From an optimization exercise on the open Yosys and OpenROAD flow, aimed at small area; shortcuts taken in it are not production practice.
In this exercise RTL edits were held to simulation tests only and were not proved equivalent to the original.
The flow treats the clock pin as an ideal source, which a real chip does not have.
No activity file was given, so power comes from the tool's default toggle rates.

run 1:
Design Top_module, start of the top module:
module Top_module(
    input wire clk,
    input wire reset,
    input wire spi_miso,
    output wire spi_mosi,
    output wire spi_sck,
    output wire spi_cs,
    output wire uart_tx
);
    localparam K_RST = 3'd0, K_INIT = 3'd1, K_CFG1 = 3'd2, K_CFG2 = 3'd3,
               K_START = 3'd4, K_POLL = 3'd5, K_READ = 3'd6, K_POLLOK = 3'd7;
    reg in_bit;
    wire act;
    reg [6:0] uc;
    reg [3:0] slot;
    reg [3:0] ch;
    reg [2:0] kind;      
    reg [11:0] c;
    reg mosi_r;
    wire in_gap = ~in_bit;
    wire [2:0] byte_i = c[10:8];
    wire [2:0] bit_i  = c[7:5];
    wire [4:0] k      = c[4:0];
    wire b7 = &bit_i;
    wire wrap = in_bit ? (b7 ? (c[4] & c[3] & c[2]) : (c[4] & c[3] & c[1]))
                       : (c[4] & c[3] & c[1] & c[0]);
    wire [11:0] c_inc = wrap ? {c[11:5] + 7'd1, 5'd0} : c + 12'd1;
    reg gap_end;
    always @(*) begin
        case (kind)
            K_INIT:  gap_end = &(c | ~12'd1371);    
            K_RST:   gap_end = 1'b0;
            K_START: gap_end = &(c | ~12'd3432);    
            K_POLL:  gap_end = &(c | ~12'd3432);
            K_READ:  gap_end = ch[3] & ch[2] & slot[2] & slot[0] & uc[4] & uc[3] & uc[2];
            default: gap_end = c[1] & c[0];         
        endcase
    end
    reg [2:0] kind_next;
    always @(*) begin
        case (kind)
            K_INIT:  kind_next = K_CFG1;
            K_CFG1:  kind_next = K_CFG2;
            K_CFG2:  kind_next = K_START;
            K_START: kind_next = K_POLL;
            K_POLL:  kind_next = K_POLL;
            K_POLLOK: kind_next = K_READ;
            default: kind_next = K_START;
        endcase
    end
    wire seven = (kind == K_CFG1) | (kind == K_CFG2) | (kind == K_READ);
    wire last_byte = seven ? (byte_i[2] & byte_i[1]) : (byte_i[1] & byte_i[0]);
    wire xfer_end = in_bit & wrap & b7 & last_byte;
    reg [7:0] txb;
    always @(*) begin
        txb = 8'h00;
        case (kind)
            K_CFG1: case (byte_i)
                3'd0: txb = 8'h02; 3'd1: txb = 8'h02; 3'd2: txb = 8'h18;
                3'd3: txb = 8'hE8; 3'd4: txb = 8'h17; 3'd5: txb = 8'h70;
  ...
clock: 125.0 ns
lec_check: 0
cap_margin: 20
core_margin: 2
core_utilization: 75
place_density: 0.85
slew_margin: 20
standard.sh (not shown) runs the stock make flow with config.mk's settings and CLKGATE_MAP_FILE= SYNTH_SCRIPT=/design/flow/synth_recipe.tcl, a recipe that flattens the netlist after the stock synthesis.
==> flow/flow/run.sh <==
#!/bin/bash
# Standard synthesis, then the combinational logic is re-mapped by ABC with
# area-oriented scripts (registers kept as the standard synthesis made them;
# eight variants, the smallest netlist is kept), then the standard layout from
# that netlist with the smallest port buffers and a small clock tree.
set -euo pipefail
R=orfs/results/${FLOW_PLATFORM}/Top_module/base
bash standard.sh synth > synth_standard.log 2>&1
cp $R/1_2_yosys.v standard_1_2_yosys.v
export RS_LIB=${FLOW_HOME}/platforms/${FLOW_PLATFORM}/lib/sky130_fd_sc_hd__tt_025C_1v80.lib
export RS_IN=standard_1_2_yosys.v
# eight variants: four deepsyn seeds, each mapped two ways; four at a time
variant() {
  local i=$1 seed=$(( ($1 - 1) % 4 + 1 ))
  if (( i <= 4 )); then
    echo "strash; &get -n; &deepsyn -T 60 -S $seed; &put; dc2; &get -n; &dch -f; &nf -a -R 1000; &put; topo" > area_$i.abc
  else
    echo "strash; &get -n; &deepsyn -T 60 -S $seed; &put; dch -f; amap; topo" > area_$i.abc
  fi
  RS_ABC=area_$i.abc RS_OUT=resynth_$i.v RS_TAG=resynth_$i \
    yosys -c flow/resynth.tcl > resynth_$i.log 2>&1 || true
}
for i in 1 2 3 4; do variant $i & done
wait
for i in 5 6 7 8; do variant $i & done
wait
best=""; besta=""
for i in 1 2 3 4 5 6 7 8; do
  if [[ -s resynth_$i.v && -s resynth_${i}_after.stat ]]; then
    a=$(awk '/Chip area/ {print $NF}' resynth_${i}_after.stat)
    echo "variant $i: $a" >> resynth_pick.log
    if [[ -z "$besta" ]] || awk -v a="$a" -v b="$besta" 'BEGIN{exit !(a<b)}'; then best=$i; besta=$a; fi
  fi
done
echo "picked variant $best ($besta)" >> resynth_pick.log
cp resynth_$best.v $R/1_2_yosys.v
rm -f $R/1_synth.odb $R/1_synth.sdc
bash standard.sh synth > synth_odb.log 2>&1
KNOBS=("BUFFER_PORTS_ARGS=-buffer_cell sky130_fd_sc_hd__buf_1"
       "CTS_ARGS=-sink_clustering_enable -buf_list sky130_fd_sc_hd__clkbuf_4 -root_buf sky130_fd_sc_hd__clkbuf_4 -dont_use_dummy_load -repair_clock_nets")
bash standard.sh "${KNOBS[@]}" cts > cts.log 2>&1
# upsize the clock buffers whose flip-flops would see a slow clock edge
CLKFIX_RESULTS=$R CLKFIX_LIB=$RS_LIB CLKFIX_PLATFORM=${FLOW_HOME}/platforms/${FLOW_PLATFORM} \
  CLKFIX_CELL=sky130_fd_sc_hd__clkbuf_8 CLKFIX_LIMIT=0.112 \
  openroad -no_init -exit flow/clkfix.tcl > clkfix.log 2>&1
bash standard.sh "${KNOBS[@]}" finish > finish.log 2>&1
Other scripts of this flow, unchanged in this note and not shown: flow/flow/clkfix.tcl, flow/flow/resynth.tcl
Run 1 finished every stage and its layout cleared the timing, DRC and antenna checks.
Input-level comparison between run 2 and run 1:
--- a/flow/design.v
+++ b/flow/design.v
@@ -175,22 +175,21 @@
         end
     end
     always @(posedge clk)
         if (pend) run <= window | (act & run & (s ^ flip));
     wire ustart = rd_gap & c[2] & ~act;
     wire slot_end = slot9 ? (uc[6] & uc[5] & uc[3]) :
                                      (uc[6] & uc[5] & uc[2] & uc[1] & uc[0]);
     assign act = (ch != 4'd0);
-    always @(posedge clk or posedge reset) begin
-        if (reset)
+    always @(posedge clk)
+        if (kind == K_RST)
             ch <= 4'd0;
         else if (ustart | (act & slot_end & slot9))
             ch <= ch + 4'd1;
-    end
     always @(posedge clk) begin
         if (ustart) begin
             uc <= 7'd0;
             slot <= 4'd0;
         end else if (slot_end) begin
             uc <= 7'd0;
             slot <= slot9 ? 4'd0 : slot + 4'd1;
         end else
@@ -215,10 +214,10 @@
     wire [7:0] dchar = {3'b001, ~blank, dg};
     wire [7:0] chr = digch ? dchar : cb;
     reg dbit;
     always @(*) begin
         if (slot == 4'd0) dbit = 1'b0;
         else if (slot9) dbit = 1'b1;
         else dbit = chr[db];
     end
-    assign uart_tx = ~act | dbit;
+    assign uart_tx = ~act | dbit | (kind == K_RST);
 endmodule
[summary]
- Run 2 ended up with a higher clock skew than run 1 did.
- Area of all placed cells without fillers in run 2 is about 1.5% lower than in run 1
- The core of run 2 is less densely filled than that of run 1.
- Delta (run 2 minus run 1): period utilization held; first-pass GRT wire length went down by 1.2%.
- From run 1 to run 2 the numbers moved as follows: critical path buffer and inverter count has decreased; worst hold slack roughly the same; power per cell area increased by about 2.3% relative to the old numbers.
- Source-to-sink clock delay at the later pin of the worst-skew pair: higher on run 2
- Routed wire length: run 2 worse than run 1
- Final period demand of the worst path delta for run 2 relative to run 1: 150 ps lower
- For the multi-input combinational cell area, run 2 came in 6.3 sq um lower than run 1 did.
- Lower power among run 1 and run 2: run 1
- Setup slack was lower in run 1 than in run 2.

afterwards: timing with drivers on the ports:
The flow's constraints put no driver on any port. The routed layouts listed below were extracted and timed again, unchanged, in two steps.
Step 1 (the two cells are an assumption about what drives the block):
set clk [get_ports {clk}]
set_driving_cell -lib_cell sky130_fd_sc_hd__clkbuf_16 $clk
set_driving_cell -lib_cell sky130_fd_sc_hd__buf_2 [delete_from_list [all_inputs] $clk]
Step 2, shift: input delay + t, output delay - t, t = (earliest + latest rising clock arrival at the registers) / 2. This alone moves slack from input paths to output paths.
Three values: no drivers, after step 1, after step 2; two values: the first two.
run	t, ns	setup WS [ns]	hold WS [ns]	clock arrival spread, ns	worst register clock-pin slew, ns
run 1	0.427	97.346 / 97.319 / 97.747	0.313 / 0.313 / 0.313	0.025 / 0.025	0.09 / 0.09
run 2	0.431	97.498 / 97.473 / 97.904	0.316 / 0.316 / 0.316	0.038 / 0.038	0.11 / 0.11
After both steps every run listed still meets setup and hold.
